This is an optimization exercise on Yosys and OpenROAD, whose aim is small area, not a production implementation. No functional check of the RTL was part of any run shown here.

File: flow/design.v
module add_sh_rca #(parameter J = 0) (input [11:0] a, input [11:0] b, input neg, output [11:0] y);
wire signed [11:0] bs = b;
wire signed [11:0] sh = bs >>> J;
wire [11:0] x = sh ^ {12{neg}};
wire [12:0] c;
assign c[0] = neg;
genvar i;
generate for (i = 0; i < 12; i = i + 1) begin : g
  assign y[i] = a[i] ^ x[i] ^ c[i];
  assign c[i+1] = (a[i] & x[i]) | (a[i] & c[i]) | (x[i] & c[i]);
end endgenerate
endmodule
module add_sh_hyb #(parameter J = 1) (input [11:0] a, input [11:0] b, input neg, output [11:0] y);
localparam N = 12 - J;
wire [11:0] x = (b >> J) ^ {12{neg}};    
wire [N:0] c;
assign c[0] = neg;
genvar i;
generate for (i = 0; i < N; i = i + 1) begin : g
  assign y[i] = a[i] ^ x[i] ^ c[i];
  assign c[i+1] = (a[i] & x[i]) | (a[i] & c[i]) | (x[i] & c[i]);
end endgenerate
wire k = b[11] ^ neg;      
wire chg = k ^ c[N];       
wire [J:0] run;
assign run[0] = chg;
generate for (i = 0; i < J; i = i + 1) begin : h
  assign y[N+i] = a[N+i] ^ run[i];
  assign run[i+1] = run[i] & (a[N+i] ^ ~c[N]);
end endgenerate
endmodule
module add_sh_fast #(parameter J = 0) (input [11:0] a, input [11:0] b, input neg, output [11:0] y);
wire signed [11:0] bs = b;
wire signed [11:0] sh = bs >>> J;
wire [11:0] x = sh ^ {12{neg}};
wire [12:0] t = {a, 1'b1} + {x, neg};
assign y = t[12:1];
endmodule
module rcaN #(parameter N = 8) (input [N-1:0] a, input [N-1:0] b, input ci, output [N-1:0] s);
wire [N:0] c;
assign c[0] = ci;
genvar i;
generate for (i = 0; i < N; i = i + 1) begin : g
  assign s[i] = a[i] ^ b[i] ^ c[i];
  assign c[i+1] = (a[i] & b[i]) | (a[i] & c[i]) | (b[i] & c[i]);
end endgenerate
endmodule
module mul621_fast (input [11:0] x, output [11:0] y);
wire signed [11:0] xx = x;
wire signed [21:0] xs = xx;
wire signed [21:0] a = (xs <<< 3) + xs;
wire signed [21:0] p = (a <<< 6) + (a <<< 2) + a;
assign y = p[21:10];
endmodule
module mul621_rca (input [11:0] x, output [11:0] y);
wire signed [11:0] xx = x;
wire signed [21:0] xs = xx;
wire [21:0] a, b, p;
rcaN #(22) u1 (xs <<< 3, xs, 1'b0, a);
rcaN #(22) u2 (a << 4, a, 1'b0, b);
rcaN #(22) u3 (b << 2, a, 1'b0, p);
assign y = p[21:10];
endmodule
module mul9_rca (input [11:0] x, output [15:0] y);
wire signed [11:0] xx = x;
wire signed [15:0] xs = xx;
rcaN #(16) u1 (xs <<< 3, xs, 1'b0, y);
endmodule
module mul9_fast (input [11:0] x, output [15:0] y);
wire signed [11:0] xx = x;
wire signed [15:0] xs = xx;
assign y = (xs <<< 3) + xs;
endmodule
module mul69_rca (input [15:0] x, output [11:0] y);
wire signed [15:0] xx = x;
wire signed [21:0] a = xx;
wire [21:0] b, p;
rcaN #(22) u2 (a << 4, a, 1'b0, b);
rcaN #(22) u3 (b << 2, a, 1'b0, p);
assign y = p[21:10];
endmodule
module mul69_fast (input [15:0] x, output [11:0] y);
wire signed [15:0] xx = x;
wire signed [21:0] a = xx;
wire signed [21:0] p = (a <<< 6) + (a <<< 2) + a;
assign y = p[21:10];
endmodule
module csa3 #(parameter N = 8) (input [N-1:0] a, input [N-1:0] b, input [N-1:0] c, output [N-1:0] s, output [N-1:0] k);
assign s = a ^ b ^ c;
assign k = {(a[N-2:0] & b[N-2:0]) | (a[N-2:0] & c[N-2:0]) | (b[N-2:0] & c[N-2:0]), 1'b0};
endmodule
module mul621_csa (input [11:0] x, output [11:0] y);
wire signed [11:0] xx = x;
wire signed [21:0] xs = xx;
wire signed [21:0] a = (xs <<< 3) + xs;
wire [21:0] s, k;
csa3 #(22) u (a << 6, a << 2, a, s, k);
wire [21:0] p = s + k;
assign y = p[21:10];
endmodule
module mul621_csa2 (input [11:0] x, output [11:0] y);
wire signed [11:0] xx = x;
wire signed [21:0] xs = xx;
wire [21:0] s1, k1, s2, k2, s3, k3, s4, k4;
csa3 #(22) u1 (xs << 9, xs << 6, xs << 5, s1, k1);
csa3 #(22) u2 (xs << 3, xs << 2, xs, s2, k2);
csa3 #(22) u3 (s1, k1, s2, s3, k3);
csa3 #(22) u4 (s3, k3, k2, s4, k4);
wire [21:0] p = s4 + k4;
assign y = p[21:10];
endmodule
module add_sh_hyb2 #(parameter J = 1) (input [11:0] a, input [11:0] b, input neg, output [11:0] y);
localparam N = 12 - J;
wire [11:0] x = (b >> J) ^ {12{neg}};    
wire [N:0] c;
assign c[0] = neg;
genvar i;
generate for (i = 0; i < N; i = i + 1) begin : g
  assign y[i] = a[i] ^ x[i] ^ c[i];
  assign c[i+1] = (a[i] & x[i]) | (a[i] & c[i]) | (x[i] & c[i]);
end endgenerate
wire k = b[11] ^ neg;      
wire [J:0] pinc, pdec;
assign pinc[0] = 1'b1;
assign pdec[0] = 1'b1;
generate for (i = 0; i < J; i = i + 1) begin : h
  assign pinc[i+1] = pinc[i] & a[N+i];
  assign pdec[i+1] = pdec[i] & ~a[N+i];
  assign y[N+i] = c[N] ? (a[N+i] ^ (~k & pinc[i])) : (a[N+i] ^ (k & pdec[i]));
end endgenerate
endmodule
module add_sh_hyb3 #(parameter J = 1) (input [11:0] a, input [11:0] b, input neg, output [11:0] y);
localparam N = 12 - J;
wire [11:0] x = (b >> J) ^ {12{neg}};    
wire [N:0] c;
assign c[0] = neg;
genvar i;
generate for (i = 0; i < N; i = i + 1) begin : g
  assign {c[i+1], y[i]} = a[i] + x[i] + c[i];
end endgenerate
wire k = b[11] ^ neg;      
wire chg = k ^ c[N];       
wire [J:0] run;
assign run[0] = chg;
generate for (i = 0; i < J; i = i + 1) begin : h
  assign y[N+i] = a[N+i] ^ run[i];
  assign run[i+1] = run[i] & (a[N+i] ^ ~c[N]);
end endgenerate
endmodule
module add_sh_hyb4 #(parameter J = 1) (input [11:0] a, input [11:0] b, input neg, output [11:0] y);
localparam N = 12 - J;
wire [11:0] x = (b >> J) ^ {12{neg}};    
wire [N:0] c;
assign c[0] = neg;
genvar i;
generate for (i = 0; i < N; i = i + 1) begin : g
  assign y[i] = a[i] ^ x[i] ^ c[i];
  assign c[i+1] = (a[i] & x[i]) | (a[i] & c[i]) | (x[i] & c[i]);
end endgenerate
wire [N:0] f;
assign f[0] = neg;
generate for (i = 0; i < N; i = i + 1) begin : q
  assign f[i+1] = (a[i] & x[i]) | ((a[i] | x[i]) & f[i]);
end endgenerate
wire k = b[11] ^ neg;      
wire [J:0] pinc, pdec;
assign pinc[0] = 1'b1;
assign pdec[0] = 1'b1;
generate for (i = 0; i < J; i = i + 1) begin : h
  assign pinc[i+1] = pinc[i] & a[N+i];
  assign pdec[i+1] = pdec[i] & ~a[N+i];
  assign y[N+i] = f[N] ? (a[N+i] ^ (~k & pinc[i])) : (a[N+i] ^ (k & pdec[i]));
end endgenerate
endmodule
module add_sh_hyb5 #(parameter J = 1) (input [11:0] a, input [11:0] b, input neg, output [11:0] y);
localparam N = 12 - J;
wire [11:0] x = (b >> J) ^ {12{neg}};    
wire [N:0] c;
assign c[0] = neg;
genvar i;
generate for (i = 0; i < N; i = i + 1) begin : g
  assign y[i] = a[i] ^ x[i] ^ c[i];
  assign c[i+1] = (a[i] & x[i]) | ((a[i] ^ x[i]) & c[i]);
end endgenerate
wire k = b[11] ^ neg;      
wire [J:0] pinc, pdec;
assign pinc[0] = 1'b1;
assign pdec[0] = 1'b1;
generate for (i = 0; i < J; i = i + 1) begin : h
  assign pinc[i+1] = pinc[i] & a[N+i];
  assign pdec[i+1] = pdec[i] & ~a[N+i];
  assign y[N+i] = c[N] ? (a[N+i] ^ (~k & pinc[i])) : (a[N+i] ^ (k & pdec[i]));
end endgenerate
endmodule
module add_sh_hyb6 #(parameter J = 1) (input [11:0] a, input [11:0] b, input neg, output [11:0] y);
localparam N = 12 - J;
wire [11:0] x = (b >> J) ^ {12{neg}};    
wire [N:0] c;
assign c[0] = neg;
genvar i;
generate for (i = 0; i < N; i = i + 1) begin : g
  assign y[i] = a[i] ^ x[i] ^ c[i];
  assign c[i+1] = (a[i] & x[i]) | (c[i] & (a[i] | x[i]));
end endgenerate
wire k = b[11] ^ neg;      
wire chg = k ^ c[N];       
wire [J:0] run;
assign run[0] = chg;
generate for (i = 0; i < J; i = i + 1) begin : h
  assign y[N+i] = a[N+i] ^ run[i];
  assign run[i+1] = run[i] & (a[N+i] ^ ~c[N]);
end endgenerate
endmodule
module add_sh_hyb7 #(parameter J = 1) (input [11:0] a, input [11:0] b, input neg, output [11:0] y);
localparam N = 12 - J;
wire [11:0] x = (b >> J) ^ {12{neg}};    
wire [N:0] c;
assign c[0] = neg;
genvar i;
generate for (i = 0; i < N; i = i + 1) begin : g
  assign y[i] = a[i] ^ x[i] ^ c[i];
  assign c[i+1] = ~((~a[i] & ~x[i]) | (~c[i] & (~a[i] | ~x[i])));
end endgenerate
wire k = b[11] ^ neg;      
wire chg = k ^ c[N];       
wire [J:0] run;
assign run[0] = chg;
generate for (i = 0; i < J; i = i + 1) begin : h
  assign y[N+i] = a[N+i] ^ run[i];
  assign run[i+1] = run[i] & (a[N+i] ^ ~c[N]);
end endgenerate
endmodule
module cordic_pipe_rtl( clock, reset, ce, angle_in, sin_out, cos_out, valid_out );
input clock, reset, ce;
input [11:0] angle_in;
output [11:0] sin_out, cos_out;
output valid_out;
reg [3:0] vcnt;
always @(posedge clock) if (reset) vcnt <= 4'd0; else if (ce && vcnt != 4'd15) vcnt <= vcnt + 4'd1;
assign valid_out = (vcnt == 4'd15);
reg signed [11:0] r0;
always @(posedge clock) if (ce) r0 <= angle_in;
wire d0 = r0 > 12'sd0;
wire d1 = d0 ? (r0 > 12'sd804) : (r0 > -12'sd804);
reg d2, d3;
always @* case ({d0,d1})
  2'b11: d2 = r0 > 12'sd1279; 2'b10: d2 = r0 > 12'sd329; 2'b01: d2 = r0 > -12'sd329; default: d2 = r0 > -12'sd1279;
endcase
always @* case ({d0,d1,d2})
  3'b111: d3 = r0 > 12'sd1530; 3'b110: d3 = r0 > 12'sd1028; 3'b101: d3 = r0 > 12'sd580;  3'b100: d3 = r0 > 12'sd78;
  3'b011: d3 = r0 > -12'sd78;  3'b010: d3 = r0 > -12'sd580; 3'b001: d3 = r0 > -12'sd1028; default: d3 = r0 > -12'sd1530;
endcase
reg [15:0] r1;
always @(posedge clock) if (ce) r1 <= {d0, d1, d2, d3, r0};
wire signed [12:0] t4;    
wire [15:0] t4_b0 = 16'h0000;
assign t4[0] = t4_b0[r1[15:12]];
wire [15:0] t4_b1 = 16'h9696;
assign t4[1] = t4_b1[r1[15:12]];
wire [15:0] t4_b2 = 16'he8e8;
assign t4[2] = t4_b2[r1[15:12]];
wire [15:0] t4_b3 = 16'h3cc3;
assign t4[3] = t4_b3[r1[15:12]];
wire [15:0] t4_b4 = 16'h3f03;
assign t4[4] = t4_b4[r1[15:12]];
wire [15:0] t4_b5 = 16'h3f03;
assign t4[5] = t4_b5[r1[15:12]];
wire [15:0] t4_b6 = 16'h30f3;
assign t4[6] = t4_b6[r1[15:12]];
wire [15:0] t4_b7 = 16'h3f03;
assign t4[7] = t4_b7[r1[15:12]];
wire [15:0] t4_b8 = 16'h6a56;
assign t4[8] = t4_b8[r1[15:12]];
wire [15:0] t4_b9 = 16'he631;
assign t4[9] = t4_b9[r1[15:12]];
wire [15:0] t4_b10 = 16'h1e0f;
assign t4[10] = t4_b10[r1[15:12]];
wire [15:0] t4_b11 = 16'hfe00;
assign t4[11] = t4_b11[r1[15:12]];
wire [15:0] t4_b12 = 16'hfe00;
assign t4[12] = t4_b12[r1[15:12]];
wire signed [11:0] q1 = r1[11:0];
wire signed [12:0] y4 = q1 + t4;
wire [6:0] v = y4[12] ? 7'd0 : (y4[11:8] != 4'd0) ? 7'd127 : y4[7:1];
reg [10:0] r2;
always @(posedge clock) if (ce) r2 <= {r1[15:12], v};
reg [10:0] r3;
always @(posedge clock) if (ce) r3 <= r2;
reg [10:0] r4;
always @(posedge clock) if (ce) r4 <= r3;
reg [10:0] r5;
always @(posedge clock) if (ce) r5 <= r4;
reg [10:0] r6;
always @(posedge clock) if (ce) r6 <= r5;
reg [10:0] r7;
always @(posedge clock) if (ce) r7 <= r6;
reg [10:0] r8;
always @(posedge clock) if (ce) r8 <= r7;
wire [11:0] sl1, cl2;   
wire [31:0] sl1_b0 = 32'hffffffff;
assign sl1[0] = sl1_b0[r8[10:6]];
wire [31:0] sl1_b1 = 32'h96696996;
assign sl1[1] = sl1_b1[r8[10:6]];
wire [31:0] sl1_b2 = 32'h69696969;
assign sl1[2] = sl1_b2[r8[10:6]];
wire [31:0] sl1_b3 = 32'h99669966;
assign sl1[3] = sl1_b3[r8[10:6]];
wire [31:0] sl1_b4 = 32'h5a5aa5a5;
assign sl1[4] = sl1_b4[r8[10:6]];
wire [31:0] sl1_b5 = 32'h003cc3ff;
assign sl1[5] = sl1_b5[r8[10:6]];
wire [31:0] sl1_b6 = 32'h17555517;
assign sl1[6] = sl1_b6[r8[10:6]];
wire [31:0] sl1_b7 = 32'he5cccc58;
assign sl1[7] = sl1_b7[r8[10:6]];
wire [31:0] sl1_b8 = 32'h0669699f;
assign sl1[8] = sl1_b8[r8[10:6]];
wire [31:0] sl1_b9 = 32'hf87171e0;
assign sl1[9] = sl1_b9[r8[10:6]];
wire [31:0] sl1_b10 = 32'hff817e00;
assign sl1[10] = sl1_b10[r8[10:6]];
wire [31:0] sl1_b11 = 32'h00017fff;
assign sl1[11] = sl1_b11[r8[10:6]];
wire [31:0] cl2_b0 = 32'hffffffff;
assign cl2[0] = cl2_b0[r8[10:6]];
wire [31:0] cl2_b1 = 32'h96699669;
assign cl2[1] = cl2_b1[r8[10:6]];
wire [31:0] cl2_b2 = 32'h96966969;
assign cl2[2] = cl2_b2[r8[10:6]];
wire [31:0] cl2_b3 = 32'h66999966;
assign cl2[3] = cl2_b3[r8[10:6]];
wire [31:0] cl2_b4 = 32'h5a5a5a5a;
assign cl2[4] = cl2_b4[r8[10:6]];
wire [31:0] cl2_b5 = 32'h3c00003c;
assign cl2[5] = cl2_b5[r8[10:6]];
wire [31:0] cl2_b6 = 32'haae81755;
assign cl2[6] = cl2_b6[r8[10:6]];
wire [31:0] cl2_b7 = 32'h33a7e5cc;
assign cl2[7] = cl2_b7[r8[10:6]];
wire [31:0] cl2_b8 = 32'h96600669;
assign cl2[8] = cl2_b8[r8[10:6]];
wire [31:0] cl2_b9 = 32'h8e1ff871;
assign cl2[9] = cl2_b9[r8[10:6]];
wire [31:0] cl2_b10 = 32'h81ffff81;
assign cl2[10] = cl2_b10[r8[10:6]];
wire [31:0] cl2_b11 = 32'h80000001;
assign cl2[11] = cl2_b11[r8[10:6]];
wire [11:0] s3, c4;   
add_sh_hyb6 #(5) u_s3 (.a(sl1), .b(cl2), .neg(~r8[5]), .y(s3));
add_sh_hyb6 #(5) u_c4 (.a(cl2), .b(sl1), .neg(r8[5]), .y(c4));
reg [11:0] rs9, rc9;
reg [4:0] rd9;
always @(posedge clock) if (ce) begin rs9 <= s3; rc9 <= c4; rd9 <= r8[4:0]; end
wire [11:0] s5, c6;   
add_sh_hyb6 #(6) u_s5 (.a(rs9), .b(rc9), .neg(~rd9[4]), .y(s5));
add_sh_hyb6 #(6) u_c6 (.a(rc9), .b(rs9), .neg(rd9[4]), .y(c6));
reg [11:0] rs10, rc10;
reg [3:0] rd10;
always @(posedge clock) if (ce) begin rs10 <= s5; rc10 <= c6; rd10 <= rd9[3:0]; end
wire [11:0] s7, c8;   
add_sh_hyb6 #(7) u_s7 (.a(rs10), .b(rc10), .neg(~rd10[3]), .y(s7));
add_sh_hyb6 #(7) u_c8 (.a(rc10), .b(rs10), .neg(rd10[3]), .y(c8));
reg [11:0] rs11, rc11;
reg [2:0] rd11;
always @(posedge clock) if (ce) begin rs11 <= s7; rc11 <= c8; rd11 <= rd10[2:0]; end
wire [11:0] s9, c10;   
add_sh_hyb6 #(8) u_s9 (.a(rs11), .b(rc11), .neg(~rd11[2]), .y(s9));
add_sh_hyb6 #(8) u_c10 (.a(rc11), .b(rs11), .neg(rd11[2]), .y(c10));
reg [11:0] rs12, rc12;
reg [1:0] rd12;
always @(posedge clock) if (ce) begin rs12 <= s9; rc12 <= c10; rd12 <= rd11[1:0]; end
wire [11:0] s11, c12;   
add_sh_hyb6 #(9) u_s11 (.a(rs12), .b(rc12), .neg(~rd12[1]), .y(s11));
add_sh_hyb6 #(9) u_c12 (.a(rc12), .b(rs12), .neg(rd12[1]), .y(c12));
wire [11:0] s13, c14;   
add_sh_hyb6 #(10) u_s13 (.a(s11), .b(c12), .neg(~rd12[0]), .y(s13));
add_sh_hyb6 #(10) u_c14 (.a(c12), .b(s11), .neg(rd12[0]), .y(c14));
reg [11:0] rs13, rc13;
always @(posedge clock) if (ce) begin rs13 <= s13; rc13 <= c14; end
wire [11:0] ms15, mc16;
mul621_fast u_ms15 (.x(rs13), .y(ms15));
mul621_fast u_mc16 (.x(rc13), .y(mc16));
reg [11:0] rs14, rc14;
always @(posedge clock) if (ce) begin rs14 <= ms15; rc14 <= mc16; end
assign sin_out = rs14;
assign cos_out = rc14;
endmodule
File: flow/flow/run.sh
#!/bin/bash
# Layout flow: the standard ORFS flow with a smaller clock tree (no dummy loads,
# clkbuf_8 leaf buffers in clusters of at most 16 sinks) and buf_1 port buffers.
set -o pipefail
cp standard.sh standard_sh_copy.txt
export CTS_ARGS="-sink_clustering_enable -repair_clock_nets -dont_use_dummy_load -buf_list sky130_fd_sc_hd__clkbuf_8 -sink_clustering_size 16 -sink_clustering_max_diameter 60"
export BUFFER_PORTS_ARGS="-buffer_cell sky130_fd_sc_hd__buf_1"
bash standard.sh > standard.log 2>&1
File: flow/standard.sh
#!/bin/bash
# synth_recipe.tcl (not shown) runs the flow's synth.tcl, then flattens the netlist and writes it again
# the make line also repeats each setting of config.mk as NAME=value (left out here)
make -C /OpenROAD-flow-scripts/flow DESIGN_CONFIG=/design/flow/config.mk WORK_HOME=/design/flow/orfs CLKGATE_MAP_FILE= SYNTH_SCRIPT=/design/flow/synth_recipe.tcl "${@:-finish}"
File: flow/config.mk
export PLATFORM = sky130hd
export DESIGN_NAME = cordic_pipe_rtl
export DESIGN_NICKNAME = cordic_pipe_rtl
export VERILOG_FILES = /design/flow/design.v
export SDC_FILE = /design/flow/constraint.sdc
export NUM_CORES = 4
export LEC_CHECK = 0
export CAP_MARGIN = 20
export CORE_MARGIN = 2
export CORE_UTILIZATION = 60
export SLEW_MARGIN = 20
File: flow/constraint.sdc
create_clock -name core_clock -period 5.0 [get_ports {clock}]
set_input_delay 1.0000 -clock core_clock [delete_from_list [all_inputs] [get_ports {clock}]]
set_output_delay 1.0000 -clock core_clock [all_outputs]
set_load 0.01 [all_outputs]
==> run_results.csv, run 1 <==
group,metric,value,unit
status,outcome,"finished clean",
timing,slew_headroom,0.4007,
detailed_routing,via_count,10080,
logic_synthesis,syn_area,16620,um^2
logic_synthesis,synth.distinct_cells,77,
timing,finalHoldViolations,0,
detailed_routing,route.detailed.drc,0,
global_route,grt_usage,0.1918,
placement,placed_cell_area,17400,um^2
logic_synthesis,syn-num-nets,1597,
detailed_routing,first_iter_violations,495,
floorplan,die_h,170.4,um
timing,period_share,0.9566,
placement,pre_cts_ws,-23.29,ps
logic_synthesis,syn_area_per_cell,11.66,um^2
timing,fin_crit,4783,ps
layout,num_antenna_cells,0,
layout,largest-register,"r1",
layout,final_cells,1865,
detailed_routing,routed_wl,27.22,mm
clocking,clkTransAtPathRegs,100,ps
floorplan,fp-row-count,60,
logic_synthesis,yosys.area.top_type,"edfxtp_1",
setup_path,max_stage_delay,470,ps
placement,dp.cells,1832,
placement,dp_hpwl,19.99,mm
hold_path,min_path_type,"register to register",
floorplan,num_io_pins,40,
floorplan,die_area,29040,um^2
setup_path,path_class,"register to register",
logic_synthesis,netlist_instances,1425,
detailed_routing,wl_per_cell,14.59,um
timing,fin_ws,217.1,ps
setup_path,regToRegStartpoint,"r8[7]",
logic_synthesis,ys_warn_count,1,
timing,setup_violations,0,
global_route,grt_antenna_before_repair,0,
setup_path,critPathLaunch,"r8[7]",
clocking,cts_buffers,26,
clocking,cts.sinks,266,
logic_synthesis,ys_ff_latch,266,
timing,finClkSkew,57.80,ps
floorplan,initial_utilization,0.6132,
logic_synthesis,synth_edf_count,262,
logic_synthesis,ys_seq_area_frac,0.4782,
timing,worstMarginPinSlew,898.9,ps
clocking,cts_buffer_depth,3,
global_route,grt_pass1_wl,45.44,mm
logic_synthesis,yosysMostFrequentCell,"edfxtp_1",
flow_run,drv_cap,0,
setup_path,crit_top_cell,"fa_2",
clocking,cts_root_buffer,"clkbuf_8",
layout,drive_above_1_share,0.1005,
placement,gp_congestion,0.8516,
logic_synthesis,netlist_top_cells_count,"262 x edfxtp_1, 142 x xnor2_1, 128 x inv_1",
setup_path,start_kind,"register",
timing,slew_violations,0,
detailed_routing,firstDrtPassIters,5,
setup_path,slowest_stage,"edfxtp_1",
floorplan,core-area,27100,um^2
detailed_routing,viasPerCell,5.402,
clocking,clk-insertion-delay-late,580,ps
setup_path,worstPathArrival,5190,ps
logic_synthesis,async_reset_ff_frac,0,
logic_synthesis,ys.flop_type,"edfxtp_1",
global_route,grt_pass1_vias,9800,
setup_path,crit_chain,"ha_2, or2_2, o21ai_0, o21ai_1, xnor2_1, fa_2, fa_2, fa_2, fa_2, fa_1, fa_1, inv_1, nand2_1, nor4bb_4, a21oi_2, o22a_1, o221ai_1",
layout,nNetsFinal,1667,
floorplan,die_w,170.4,um
setup_path,cp-end-kind,"register",
layout,fin_area,17980,um^2
layout,area_delta_synth_final,8.169,%
setup_path,critPathRequiredTime,5400,ps
timing,fmax,209.1,MHz
placement,port_buffers,39,
setup_path,crit_fanout,4,
logic_synthesis,synth_top_area_share,0.4734,
clocking,htreeDepth,1,
layout,largest_reg_flops,15,
global_route,grt_max_degree,89,
clocking,cts_tree,"yes",
detailed_routing,ant_nets,0,
global_route,gr-total-overflow,0,
hold_path,min-delay-start,"r6[0]",
logic_synthesis,yosys-top-cells-area,"edfxtp_1 47%, fa_1 8.1%, xnor2_1 7.5%, ha_1 6.8%, xor2_1 4.1%",
-- metal layers --
metal	share of wire	GRT usage	vias up
met4	0.017	0.04682	0
li1	-	-	5142
met1	0.44	0.2418	4791
met3	0.025	0.02279	36
met5	0	0	-
met2	0.52	0.3522	106
-- logic make-up (layout without fill, tap and decap cells) --
family,after synthesis,count (layout),share of synthesized area
fa+ha+maj,158,158,0.1491
simple gates,334,334,0.1028
buf+inv,174,242,0.03990
xor+xnor,221,221,0.1174
mux,22,22,0.01453
compound gates,250,250,0.09810
flops,266,266,0.4782
-- cell type report --
type                    count  area, um^2
well taps                 372       465.4
inverters                 128       480.5
flip-flops and latches    266        7948
clock buffers              26       357.8
repair buffers             88       543.0
fillers                  2087        9125
multi-input cells         985        8182
-- metrics by stage --
step           hold slack [ps]  setup TNS, ps    util
2_1_floorplan            400.3              0       -
3_3_place_gp             401.2              0  0.6420
3_5_place_dp             404.5         -23.29  0.6420
4_1_cts                  413.3              0  0.6554
5_1_grt                  407.8         -45.16  0.6633
6_report                 409.2              0  0.6633
-- timing repair --
item,4_1_cts,5_1_grt
hold buffers,0,0
setup buffers,0,7
endpoints found under the setup margin,1,20
cloned,0,0
gates resized for setup,2,38
pin swaps,1,6
-- worst paths after layout --
path                   to  slack (ps)  cells after the start
setup / recovery  rs9[11]         220                     17
hold / removal      r7[0]         410                      0
setup reg to reg  rs9[11]         220                     17
hold reg to reg     r7[0]         410                      0
-- cells in the final DEF (no fill, tap or decap), types with 8 or more instances in the layout --
| cell | Yosys | routed |
|---|---|---|
| buf_1 | 7 | 38 |
| nand3_1 | 24 | 24 |
| a21oi_2 | 0 | 8 |
| ha_1 | 90 | 88 |
| a21o_1 | 13 | 13 |
| a21oi_1 | 80 | 72 |
| nor2b_1 | 17 | 17 |
| xor2_1 | 77 | 74 |
| o211ai_1 | 8 | 8 |
| a31oi_1 | 11 | 11 |
| nand2_1 | 83 | 83 |
| a211oi_1 | 8 | 8 |
| or2_2 | 12 | 12 |
| mux2i_1 | 14 | 14 |
| xnor2_1 | 142 | 140 |
| or3_1 | 8 | 8 |
| o21ai_0 | 48 | 44 |
| fa_1 | 67 | 60 |
| inv_1 | 128 | 126 |
| and3_1 | 9 | 9 |
| edfxtp_1 | 262 | 262 |
| buf_4 | 0 | 47 |
| nor3_1 | 29 | 27 |
| a211o_1 | 9 | 9 |
| o21bai_1 | 13 | 13 |
| nand2b_1 | 18 | 18 |
| o21a_1 | 16 | 16 |
| nor2_1 | 81 | 80 |
| clkbuf_8 | 0 | 26 |
-- worst max-delay path: cells and delay by family (launching register included) --
kind	cells	cell delay (ps)
XOR/XNOR	1	150
flip-flops	1	470
adder cells (fa/ha/maj)	7	2400
AND/OR/NAND/NOR	3	760
AO/OA/AOI/OAI	5	750
buffers and inverters	1	90
==> inputs of run 2 (changes only) <==
--- a/flow/config.mk
+++ b/flow/config.mk
@@ -7,2 +7,3 @@
 export LEC_CHECK = 0
+export ABC_AREA = 1
 export CAP_MARGIN = 20
==> run_results.csv, run 2 <==
group,metric,value,unit
setup_path,crit_fanout,10,
hold_path,min_path_type,"register to register",
status,outcome,"finished clean",
setup_path,setup.worst_path.end,"rc9[9]",
layout,multi_input_area,7797,um^2
setup_path,critPathRequiredTime,5270,ps
global_route,grt_max_degree,109,
clocking,post-cts-setup-buffer-count,0,
layout,nNetsFinal,1823,
logic_synthesis,syn_area_per_cell,10.54,um^2
clocking,cts_tree,"yes",
global_route,grt_usage,0.2018,
placement,gp_congestion,0.8789,
global_route,grt_antenna_before_repair,0,
logic_synthesis,ys.flop_type,"edfxtp_1",
placement,port_buffers,39,
logic_synthesis,yosys-top-cells-area,"edfxtp_1 47%, xor2_1 8.1%, fa_1 8.0%, ha_1 6.7%, nand2_1 5.6%",
global_route,gr-total-overflow,0,
setup_path,critPathLaunch,"r8[9]",
setup_path,slowest_stage,"edfxtp_1",
clocking,cts_buffer_depth,3,
layout,final_common_cell,"edfxtp_1",
layout,largest_reg_flops,15,
logic_synthesis,ys_ff_latch,266,
logic_synthesis,synth_top_area_share,0.4691,
floorplan,die_area,29300,um^2
floorplan,num_io_pins,40,
detailed_routing,viasPerCell,5.242,
floorplan,fp-row-count,61,
placement,dp_hpwl,21.36,mm
logic_synthesis,syn_area,16770,um^2
layout,fill_cells,2250,
timing,period_share,0.9280,
logic_synthesis,syn-num-nets,1763,
floorplan,die_w,171.2,um
detailed_routing,firstDrtPassIters,5,
clocking,cts.sinks,266,
timing,slew_violations,0,
detailed_routing,ant_nets,0,
logic_synthesis,netlist_instances,1591,
logic_synthesis,async_reset_ff_frac,0,
global_route,grt_pass1_wl,48.33,mm
timing,slew_headroom,0.4845,
setup_path,cpLargestDelayFamily,"adder cells",
setup_path,cp-end-kind,"register",
clocking,cts_root_buffer,"clkbuf_8",
timing,fmax,215.5,MHz
floorplan,core-area,27630,um^2
logic_synthesis,ys_seq_area_frac,0.4739,
layout,area_delta_synth_final,6.035,%
setup_path,regToRegStartpoint,"r8[9]",
timing,rsz0062_at_grt,"no",
setup_path,worstPathArrival,4920,ps
detailed_routing,routed_wl,28.06,mm
flow_run,drv_cap,0,
global_route,grt_pass1_vias,10670,
setup_path,crit_buf_inv,6,
timing,setup_violations,0,
detailed_routing,route.detailed.drc,0,
detailed_routing,via_count,10630,
layout,layout_common_cells,"262 x edfxtp_1, 250 x nand2_1, 232 x inv_1",
setup_path,cp.depth,20,
timing,worstMarginPinSlew,773.3,ps
layout,largest-register,"r1",
clocking,clkTransAtPathRegs,100,ps
timing,finalHoldViolations,0,
setup_path,worst-r2r-setup-slack,360,ps
layout,drive_above_1_share,0.06610,
timing,finClkSkew,53.57,ps
logic_synthesis,synth_edf_count,262,
timing,setup-tns-final,0,ps
layout,regArea,7948,um^2
timing,fin_crit,4640,ps
logic_synthesis,yosysMostFrequentCell,"edfxtp_1",
detailed_routing,first_iter_violations,543,
layout,num_antenna_cells,0,
logic_synthesis,netlist_top_cells_count,"262 x edfxtp_1, 251 x nand2_1, 233 x inv_1",
layout,final_core_util,0.6436,
clocking,cts_hold_buf,0,
detailed_routing,wl_per_cell,13.84,um
logic_synthesis,yosys.area.top_type,"edfxtp_1",
setup_path,path_class,"register to register",
setup_path,rr_worst_depth,20,
logic_synthesis,ys_warn_count,1,
floorplan,die_h,171.2,um
setup_path,max_stage_delay,560,ps
clocking,clk-insertion-delay-late,570,ps
clocking,cts_buffers,26,
logic_synthesis,synth.distinct_cells,58,
setup_path,crit_chain,"inv_1, nor2_1, nor2_1, inv_1, o21ai_1, xor2_1, inv_1, fa_1, fa_1, fa_1, fa_1, inv_1, fa_1, inv_1, fa_1, inv_1, nand2_1, o21ai_1, nand2_1, xor2_1",
setup_path,r2r_end,"rc9[9]",
clocking,htreeDepth,1,
floorplan,initial_utilization,0.6070,
setup_path,start_kind,"register",
[run 2: cell count changes in the layout (fill, tap and decap cells not counted), moves of 17 or more]
cell      change
buf_4        -35
inv_1       +106
nand2_1     +167
nand2b_1     -18
nand3_1      +53
nor2b_1      -17
o21ai_0      +19
xnor2_1      -79
xor2_1       +82
[run 2: worst min path at each step]
stage	start	end	cells after the start
6_report	r2[4]	r3[4]	0
4_1_cts	r2[4]	r3[4]	0
3_3_place_gp	r7[1]	r8[1]	0
5_1_grt	r4[4]	r5[4]	0
2_1_floorplan	r2[0]	r3[0]	0
3_5_place_dp	r4[9]	r5[9]	0
[run 2: through the flow]
| step | cell area [um^2] | cells | setup slack [ps] | hold slack (ps) |
|---|---|---|---|---|
| 6_report | 17780 | 2027 | 359.8 | 401.1 |
| 3_3_place_gp | 17410 | 2001 | 261.9 | 402.9 |
| 3_5_place_dp | 17410 | 2001 | 205.0 | 404.5 |
| 4_1_cts | 17760 | 2027 | 168.7 | 399.0 |
| 2_1_floorplan | 16770 | 1591 | 187.9 | 400.3 |
| 5_1_grt | 17780 | 2027 | 15.00 | 410.4 |
[run 2: worst reg2reg max path: cells and delay by family (launching register included)]
kind | cells | cell delay, ps
flops | 1 | 560
buf+inv | 6 | 550
fa+ha+maj | 6 | 2120
xor+xnor | 2 | 310
simple gates | 4 | 360
compound gates | 2 | 440
[run 2: final cells by class]
cell class                 instances  share of cell area
sequential                       266              0.4469
timing repair buffer              53             0.01576
inverter                         245             0.05214
clock buffer                      26             0.02012
multi-input combinational       1059              0.4385
tap                              378             0.02660
[run 2: repair_timing]
action,in CTS,in global routing
endpoints found under the setup margin,0,19
endpoints found under the hold margin,0,0
resized for setup,0,11
[run 2: cell families after synthesis]
kind of cell,after synthesis,share of synthesized area
flip-flops,266,0.4739
XOR/XNOR,220,0.1169
AO/OA/AOI/OAI,200,0.06923
buffers and inverters,266,0.06229
multiplexers,3,0.001865
adder cells (fa/ha/maj),157,0.1471
AND/OR/NAND/NOR,479,0.1287
[run 2: layer usage]
metal / up-vias / global-route usage / wire (um)
met5: - / 0 / 0
met4: 0 / 0.04974 / 548
met3: 39 / 0.02439 / 899
met2: 150 / 0.3748 / 14500
met1: 5034 / 0.2503 / 12110
li1: 5402 / - / -
==> inputs of run 3 (changes only) <==
--- a/flow/design.v
+++ b/flow/design.v
@@ -232,2 +232,22 @@
 endmodule
+module add_sh_hyb8 #(parameter J = 1) (input [11:0] a, input [11:0] b, input neg, output [11:0] y);
+localparam N = 12 - J;
+wire [11:0] bj = b >> J;
+wire [11:0] x = neg ? ~bj : bj;    
+wire [N:0] c;
+assign c[0] = neg;
+genvar i;
+generate for (i = 0; i < N; i = i + 1) begin : g
+  assign y[i] = a[i] ^ x[i] ^ c[i];
+  assign c[i+1] = (a[i] & x[i]) | (c[i] & (a[i] | x[i]));
+end endgenerate
+wire k = b[11] ^ neg;      
+wire chg = k ^ c[N];       
+wire [J:0] run;
+assign run[0] = chg;
+generate for (i = 0; i < J; i = i + 1) begin : h
+  assign y[N+i] = a[N+i] ^ run[i];
+  assign run[i+1] = run[i] & (a[N+i] ^ ~c[N]);
+end endgenerate
+endmodule
 module cordic_pipe_rtl( clock, reset, ce, angle_in, sin_out, cos_out, valid_out );
@@ -348,4 +368,4 @@
 wire [11:0] s3, c4;   
-add_sh_hyb6 #(5) u_s3 (.a(sl1), .b(cl2), .neg(~r8[5]), .y(s3));
-add_sh_hyb6 #(5) u_c4 (.a(cl2), .b(sl1), .neg(r8[5]), .y(c4));
+add_sh_hyb8 #(5) u_s3 (.a(sl1), .b(cl2), .neg(~r8[5]), .y(s3));
+add_sh_hyb8 #(5) u_c4 (.a(cl2), .b(sl1), .neg(r8[5]), .y(c4));
 reg [11:0] rs9, rc9;
@@ -354,4 +374,4 @@
 wire [11:0] s5, c6;   
-add_sh_hyb6 #(6) u_s5 (.a(rs9), .b(rc9), .neg(~rd9[4]), .y(s5));
-add_sh_hyb6 #(6) u_c6 (.a(rc9), .b(rs9), .neg(rd9[4]), .y(c6));
+add_sh_hyb8 #(6) u_s5 (.a(rs9), .b(rc9), .neg(~rd9[4]), .y(s5));
+add_sh_hyb8 #(6) u_c6 (.a(rc9), .b(rs9), .neg(rd9[4]), .y(c6));
 reg [11:0] rs10, rc10;
@@ -360,4 +380,4 @@
 wire [11:0] s7, c8;   
-add_sh_hyb6 #(7) u_s7 (.a(rs10), .b(rc10), .neg(~rd10[3]), .y(s7));
-add_sh_hyb6 #(7) u_c8 (.a(rc10), .b(rs10), .neg(rd10[3]), .y(c8));
+add_sh_hyb8 #(7) u_s7 (.a(rs10), .b(rc10), .neg(~rd10[3]), .y(s7));
+add_sh_hyb8 #(7) u_c8 (.a(rc10), .b(rs10), .neg(rd10[3]), .y(c8));
 reg [11:0] rs11, rc11;
@@ -366,4 +386,4 @@
 wire [11:0] s9, c10;   
-add_sh_hyb6 #(8) u_s9 (.a(rs11), .b(rc11), .neg(~rd11[2]), .y(s9));
-add_sh_hyb6 #(8) u_c10 (.a(rc11), .b(rs11), .neg(rd11[2]), .y(c10));
+add_sh_hyb8 #(8) u_s9 (.a(rs11), .b(rc11), .neg(~rd11[2]), .y(s9));
+add_sh_hyb8 #(8) u_c10 (.a(rc11), .b(rs11), .neg(rd11[2]), .y(c10));
 reg [11:0] rs12, rc12;
@@ -372,7 +392,7 @@
 wire [11:0] s11, c12;   
-add_sh_hyb6 #(9) u_s11 (.a(rs12), .b(rc12), .neg(~rd12[1]), .y(s11));
-add_sh_hyb6 #(9) u_c12 (.a(rc12), .b(rs12), .neg(rd12[1]), .y(c12));
+add_sh_hyb8 #(9) u_s11 (.a(rs12), .b(rc12), .neg(~rd12[1]), .y(s11));
+add_sh_hyb8 #(9) u_c12 (.a(rc12), .b(rs12), .neg(rd12[1]), .y(c12));
 wire [11:0] s13, c14;   
-add_sh_hyb6 #(10) u_s13 (.a(s11), .b(c12), .neg(~rd12[0]), .y(s13));
-add_sh_hyb6 #(10) u_c14 (.a(c12), .b(s11), .neg(rd12[0]), .y(c14));
+add_sh_hyb8 #(10) u_s13 (.a(s11), .b(c12), .neg(~rd12[0]), .y(s13));
+add_sh_hyb8 #(10) u_c14 (.a(c12), .b(s11), .neg(rd12[0]), .y(c14));
 reg [11:0] rs13, rc13;
--- a/flow/config.mk
+++ b/flow/config.mk
@@ -7,3 +7,2 @@
 export LEC_CHECK = 0
-export ABC_AREA = 1
 export CAP_MARGIN = 20
==> run_results.csv, run 3 <==
group,metric,value,unit
setup_path,crit_chain,"ha_2, nand2b_1, o21ai_2, mux2_4, o21ai_2, xnor2_1, fa_2, fa_2, fa_2, fa_2, fa_2, fa_2, or4_4, mux2i_4, a31oi_1, o22a_1, o211ai_1",
detailed_routing,via_count,10330,
setup_path,crit_top_cell,"fa_2",
floorplan,die_w,171.1,um
timing,setup-tns-final,0,ps
detailed_routing,firstDrtPassIters,5,
timing,period_share,0.9658,
logic_synthesis,synth_edf_count,262,
placement,placed_cell_area,17490,um^2
clocking,cts_tree,"yes",
logic_synthesis,synth_fa_ha_area_frac,0.1479,
logic_synthesis,synth_simple_gate_area_frac,0.1022,
setup_path,path_class,"register to register",
layout,nNetsFinal,1684,
hold_path,min_path_type,"register to register",
logic_synthesis,synth_compound_area_frac,0.09564,
clocking,clkTransAtPathRegs,100,ps
setup_path,start_kind,"register",
timing,setup_violations,0,
layout,regArea,7948,um^2
detailed_routing,wl_per_cell,14.77,um
clocking,clk-insertion-delay-late,590,ps
layout,num_antenna_cells,0,
floorplan,num_io_pins,40,
clocking,cts_buffer_depth,3,
layout,final_common_cell,"edfxtp_1",
global_route,grt_max_degree,108,
setup_path,crit_buf_inv,0,
timing,fmax,207.1,MHz
timing,slew_headroom,0.5533,
layout,drive_above_1_share,0.09801,
flow_run,drv_cap,0,
floorplan,core-area,27630,um^2
logic_synthesis,syn_area_per_cell,11.53,um^2
logic_synthesis,syn-num-nets,1624,
logic_synthesis,ys_seq_area_frac,0.4746,
status,outcome,"finished clean",
logic_synthesis,synth_top_family_by_area,"adder cells",
logic_synthesis,async_reset_ff_frac,0,
clocking,htreeDepth,1,
detailed_routing,routed_wl,27.89,mm
floorplan,die_h,171.1,um
logic_synthesis,yosys.area.top_type,"edfxtp_1",
clocking,cts_root_buffer,"clkbuf_8",
logic_synthesis,ys_warn_count,1,
logic_synthesis,ys_ff_latch,266,
logic_synthesis,netlist_top_cells_count,"262 x edfxtp_1, 141 x xnor2_1, 132 x inv_1",
timing,finClkSkew,81.22,ps
setup_path,slowest_stage,"or4_4",
detailed_routing,first_iter_violations,519,
layout,largest_reg_flops,15,
logic_synthesis,synth.distinct_cells,75,
floorplan,die_area,29260,um^2
logic_synthesis,synth-xor-area-share,0.1181,
logic_synthesis,ys.flop_type,"edfxtp_1",
layout,largest-register,"r1",
clocking,cts.sinks,266,
global_route,grt_pass1_wl,46.13,mm
setup_path,cpLargestDelayFamily,"adder cells",
clocking,cts_hold_buf,0,
logic_synthesis,yosysMostFrequentCell,"edfxtp_1",
logic_synthesis,synth_mux_area_frac,0.01883,
timing,rsz0062_at_grt,"yes",
timing,fin_crit,4829,ps
setup_path,max_stage_delay,460,ps
setup_path,cp-end-kind,"register",
logic_synthesis,synth_top_area_share,0.4698,
timing,worstMarginPinSlew,670.1,ps
logic_synthesis,syn_area,16740,um^2
global_route,gr-total-overflow,0,
layout,layout_common_cells,"262 x edfxtp_1, 141 x xnor2_1, 129 x inv_1",
floorplan,initial_utilization,0.6061,
setup_path,worstPathArrival,5180,ps
timing,finalHoldViolations,0,
detailed_routing,ant_nets,0,
logic_synthesis,netlist_instances,1452,
setup_path,critPathRequiredTime,5350,ps
timing,slew_violations,0,
global_route,grt_usage,0.1936,
detailed_routing,route.detailed.drc,0,
global_route,grt_pass1_vias,9962,
placement,gp_congestion,0.9043,
global_route,grt_antenna_before_repair,0,
layout,fill_cells,2202,
layout,area_delta_synth_final,7.928,%
logic_synthesis,yosys-top-cells-area,"edfxtp_1 47%, fa_1 8.0%, xnor2_1 7.4%, ha_1 6.7%, xor2_1 4.2%",
layout,fin_area,18070,um^2
setup_path,crit_fanout,4,
placement,dp_hpwl,20.84,mm
placement,port_buffers,39,
detailed_routing,viasPerCell,5.471,
clocking,cts_buffers,26,
floorplan,fp-row-count,61,
layout,multi_input_area,8270,um^2
[run 3: final timing paths]
kind	endpoint	slack, ps	depth (start not counted)	startpoint
worst max register to register	rs9[11]	170	17	r8[6]
worst max-delay path	rs9[11]	170	17	r8[6]
worst min register to register	r4[5]	410	0	r3[5]
worst min-delay path	r4[5]	410	0	r3[5]
[run 3: cell families (layout without fill, tap and decap cells)]
group / after synthesis / in the layout
adders and majority gates: 158 / 158
and+or+nand+nor: 340 / 340
buffers and inverters: 186 / 244
AOI/OAI and AO/OA: 249 / 249
xor gates and xnor gates: 224 / 224
DFF: 266 / 266
muxes: 29 / 29
[run 3: layout make-up]
class	count	share of cell area
repair buffers	85	0.02901
multi-input cells	1000	0.4576
inverters	133	0.02762
flip-flops and latches	266	0.4398
clock buffers	26	0.01980
well taps	378	0.02617
[run 3: layer usage]
layer	routed length, um	vias to the layer above	share of wire	global-route usage
met5	0	-	0	0
met4	727	0	0.026	0.05859
met3	892	60	0.032	0.02498
met2	14000	155	0.50	0.3499
met1	12270	4922	0.44	0.2425
li1	-	5192	-	-
[run 3: through the flow]
stage,worst slack (ps),utilization,hold WS (ps),std cells
global route,-5.662,0.6541,432.9,1888
detailed placement,-6.821,0.6329,404.5,1853
finish,170.9,0.6541,414.9,1888
floorplan,29.00,-,400.3,1452
CTS,18.73,0.6467,416.7,1882
global placement,127.7,0.6329,401.0,1853
[run 3: what timing repair did]
item,CTS,global route
endpoints found under the hold margin,0,0
endpoints found under the setup margin,1,23
pin swaps,0,6
setup buffers,3,6
gates resized for setup,2,39
==> inputs of run 4 (changes only) <==
--- a/flow/config.mk
+++ b/flow/config.mk
@@ -7,2 +7,3 @@
 export LEC_CHECK = 0
+export ABC_AREA = 1
 export CAP_MARGIN = 20
==> run_results.csv, run 4 <==
group,metric,value,unit
status,outcome,"finished clean",
clocking,cts_buffers,25,
detailed_routing,viasPerCell,5.153,
timing,finClkSkew,39.69,ps
layout,final_core_util,0.6483,
hold_path,min_path_type,"register to register",
detailed_routing,highest_layer,"met4",
timing,worstMarginPinSlew,741.5,ps
logic_synthesis,synth.distinct_cells,60,
floorplan,num_io_pins,40,
setup_path,rr_worst_depth,20,
logic_synthesis,synth_top_area_share,0.4681,
clocking,htreeDepth,1,
logic_synthesis,syn_area,16810,um^2
layout,area_delta_synth_final,6.871,%
placement,port_buffers,39,
detailed_routing,routed_wl,28.09,mm
setup_path,crit_fanout,5,
detailed_routing,m1WireLength,11.68,mm
detailed_routing,wl_per_cell,13.61,um
placement,dp_hpwl,21.56,mm
layout,drive_above_1_share,0.07117,
floorplan,core-area,27710,um^2
detailed_routing,first_iter_violations,502,
hold_path,hold_path_depth,0,
detailed_routing,route.detailed.drc,0,
logic_synthesis,yosysMostFrequentCell,"nand2_1",
clocking,cts_root_buffer,"clkbuf_8",
layout,num_antenna_cells,0,
timing,whs,401.6,ps
setup_path,worstPathArrival,5130,ps
clocking,clk-insertion-delay-late,560,ps
logic_synthesis,ys_seq_area_frac,0.4729,
logic_synthesis,ys_ff_latch,266,
clocking,cts_tree,"yes",
logic_synthesis,async_reset_ff_frac,0,
timing,setup_violations,0,
clocking,clkTransAtPathRegs,90,ps
logic_synthesis,netlist_top_cells_count,"265 x nand2_1, 262 x edfxtp_1, 253 x inv_1",
placement,gp_congestion,0.8847,
setup_path,r2r_end,"rs9[11]",
placement,dp.cells,2037,
timing,finalHoldViolations,0,
layout,largest-register,"r1",
timing,fin_ws,157.5,ps
flow_run,drv_cap,0,
setup_path,critPathLaunch,"r8[7]",
layout,layout_common_cells,"265 x nand2_1, 262 x edfxtp_1, 253 x inv_1",
floorplan,die_w,171.4,um
detailed_routing,via_count,10640,
global_route,gr-total-overflow,0,
hold_path,min_to,"rd11[0]",
timing,slew_headroom,0.5005,
detailed_routing,ant_nets,0,
setup_path,path_class,"register to register",
logic_synthesis,ys_warn_count,1,
clocking,cts_buffer_depth,3,
global_route,grt_max_degree,99,
global_route,grt_antenna_before_repair,0,
clocking,cts_hold_buf,0,
layout,fin_area,17960,um^2
layout,fill_cells,2239,
floorplan,die_h,171.4,um
timing,period_share,0.9685,
layout,nNetsFinal,1860,
floorplan,initial_utilization,0.6066,
global_route,grt_pass1_wl,46.67,mm
layout,final_cells,2064,
logic_synthesis,yosys-top-cells-area,"edfxtp_1 47%, fa_1 8.0%, xor2_1 7.8%, ha_1 6.7%, nand2_1 5.9%",
timing,fin_crit,4843,ps
logic_synthesis,ys.flop_type,"edfxtp_1",
setup_path,cp-end-kind,"register",
global_route,grt_pass1_vias,10380,
layout,multi_input_area,7835,um^2
logic_synthesis,netlist_instances,1614,
detailed_routing,route.met2.wl,14.80,mm
detailed_routing,wl_met3,880,um
timing,fmax,206.5,MHz
setup_path,start_kind,"register",
detailed_routing,firstDrtPassIters,5,
placement,placed_cell_area,17540,um^2
layout,largest_reg_flops,15,
setup_path,regToRegStartpoint,"r8[7]",
logic_synthesis,synth_edf_count,262,
global_route,grt_usage,0.1955,
logic_synthesis,syn_area_per_cell,10.41,um^2
floorplan,fp-row-count,61,
hold_path,min-delay-start,"rd10[0]",
logic_synthesis,syn-num-nets,1786,
layout,regArea,7948,um^2
layout,final_common_cell,"nand2_1",
timing,slew_violations,0,
setup_path,worst-r2r-setup-slack,160,ps
logic_synthesis,yosys.area.top_type,"edfxtp_1",
floorplan,die_area,29370,um^2
placement,pre_cts_ws,46.57,ps
setup_path,critPathRequiredTime,5290,ps
timing,setup-tns-final,0,ps
clocking,cts.sinks,266,
-- run 4: cell type report --
cell class / instances / share of cell area
clock buffer: 25 / 0.01916
inverter: 261 / 0.05482
multi-input combinational: 1068 / 0.4362
sequential: 266 / 0.4425
tap: 378 / 0.02633
timing repair buffer: 66 / 0.02104
-- run 4: how the worst max path moves through the flow --
stage	endpoint	slack, ps	depth (start not counted)
2_1_floorplan	rs9[11]	40	19
3_5_place_dp	rs9[11]	50	20
5_1_grt	rs9[11]	-40	20
6_report	rs9[11]	160	20
3_3_place_gp	rs9[11]	100	20
4_1_cts	rs9[11]	60	20
-- run 4: critical path: stages (launching register included) --
cell      delay, ps
edfxtp_1        470
ha_2            240
nor2_1          130
inv_1            90
o21ai_1         110
nand2_1          70
o211ai_1         90
nand2_1         110
xor2_1          160
fa_1            390
fa_2            360
fa_1            400
fa_1            390
fa_1            390
fa_1            380
or2_2           310
nand2_1          60
nand2_1          80
nor3_2          140
nand2_1          90
xnor2_1         130
-- run 4: repair_timing --
action                                  4_1_cts  5_1_grt
gates resized for setup                       0       20
endpoints found under the setup margin        0       22
buffers inserted                              0        2
-- run 4: cells by family (layout without fill, tap and decap cells) --
logic type | Yosys count | in the layout | share of synthesized area
adder cells (fa/ha/maj) | 157 | 157 | 0.1468
multiplexers | 1 | 1 | 0.0008931
buffers and inverters | 280 | 352 | 0.06462
AO/OA/AOI/OAI | 205 | 205 | 0.06968
XOR/XNOR | 219 | 219 | 0.1150
AND/OR/NAND/NOR | 486 | 486 | 0.1301
flip-flops | 266 | 266 | 0.4729
-- run 4: layer usage --
| metal | vias up | track usage |
|---|---|---|
| met3 | 48 | 0.02554 |
| met1 | 4977 | 0.2316 |
| met4 | 0 | 0.05269 |
| met2 | 145 | 0.3717 |
| met5 | - | 0 |
| li1 | 5465 | - |

[what the ideal ports hide]
The results above use ideal ports. As a check the final layouts listed here were re-extracted and re-timed, cells and wires unchanged.
Step 1, drivers: a clkbuf_16 drives clock and a buf_2 each remaining input, both assumed.
Step 2 adds t to the input delays and takes it off the output delays; t is the mean of the earliest and latest rising clock arrival at the registers after step 1. Input paths then give back, and output paths get back, about the clock's delay inside the block.
Slacks: ideal ports / drivers / drivers and shift; pairs: ideal ports / drivers.
| run | shift t [ns] | setup WS [ns] | worst hold slack (ns) |
|---|---|---|---|
| run 1 | 0.590 | 0.217 / 0.217 / 0.217 | 0.409 / 0.409 / 0.409 |
| run 2 | 0.591 | 0.360 / 0.360 / 0.360 | 0.401 / 0.401 / 0.401 |
| run 3 | 0.594 | 0.171 / 0.171 / 0.171 | 0.415 / 0.415 / 0.415 |
| run 4 | 0.588 | 0.157 / 0.157 / 0.157 | 0.402 / 0.402 / 0.402 |
After both steps every run listed still meets setup and hold.
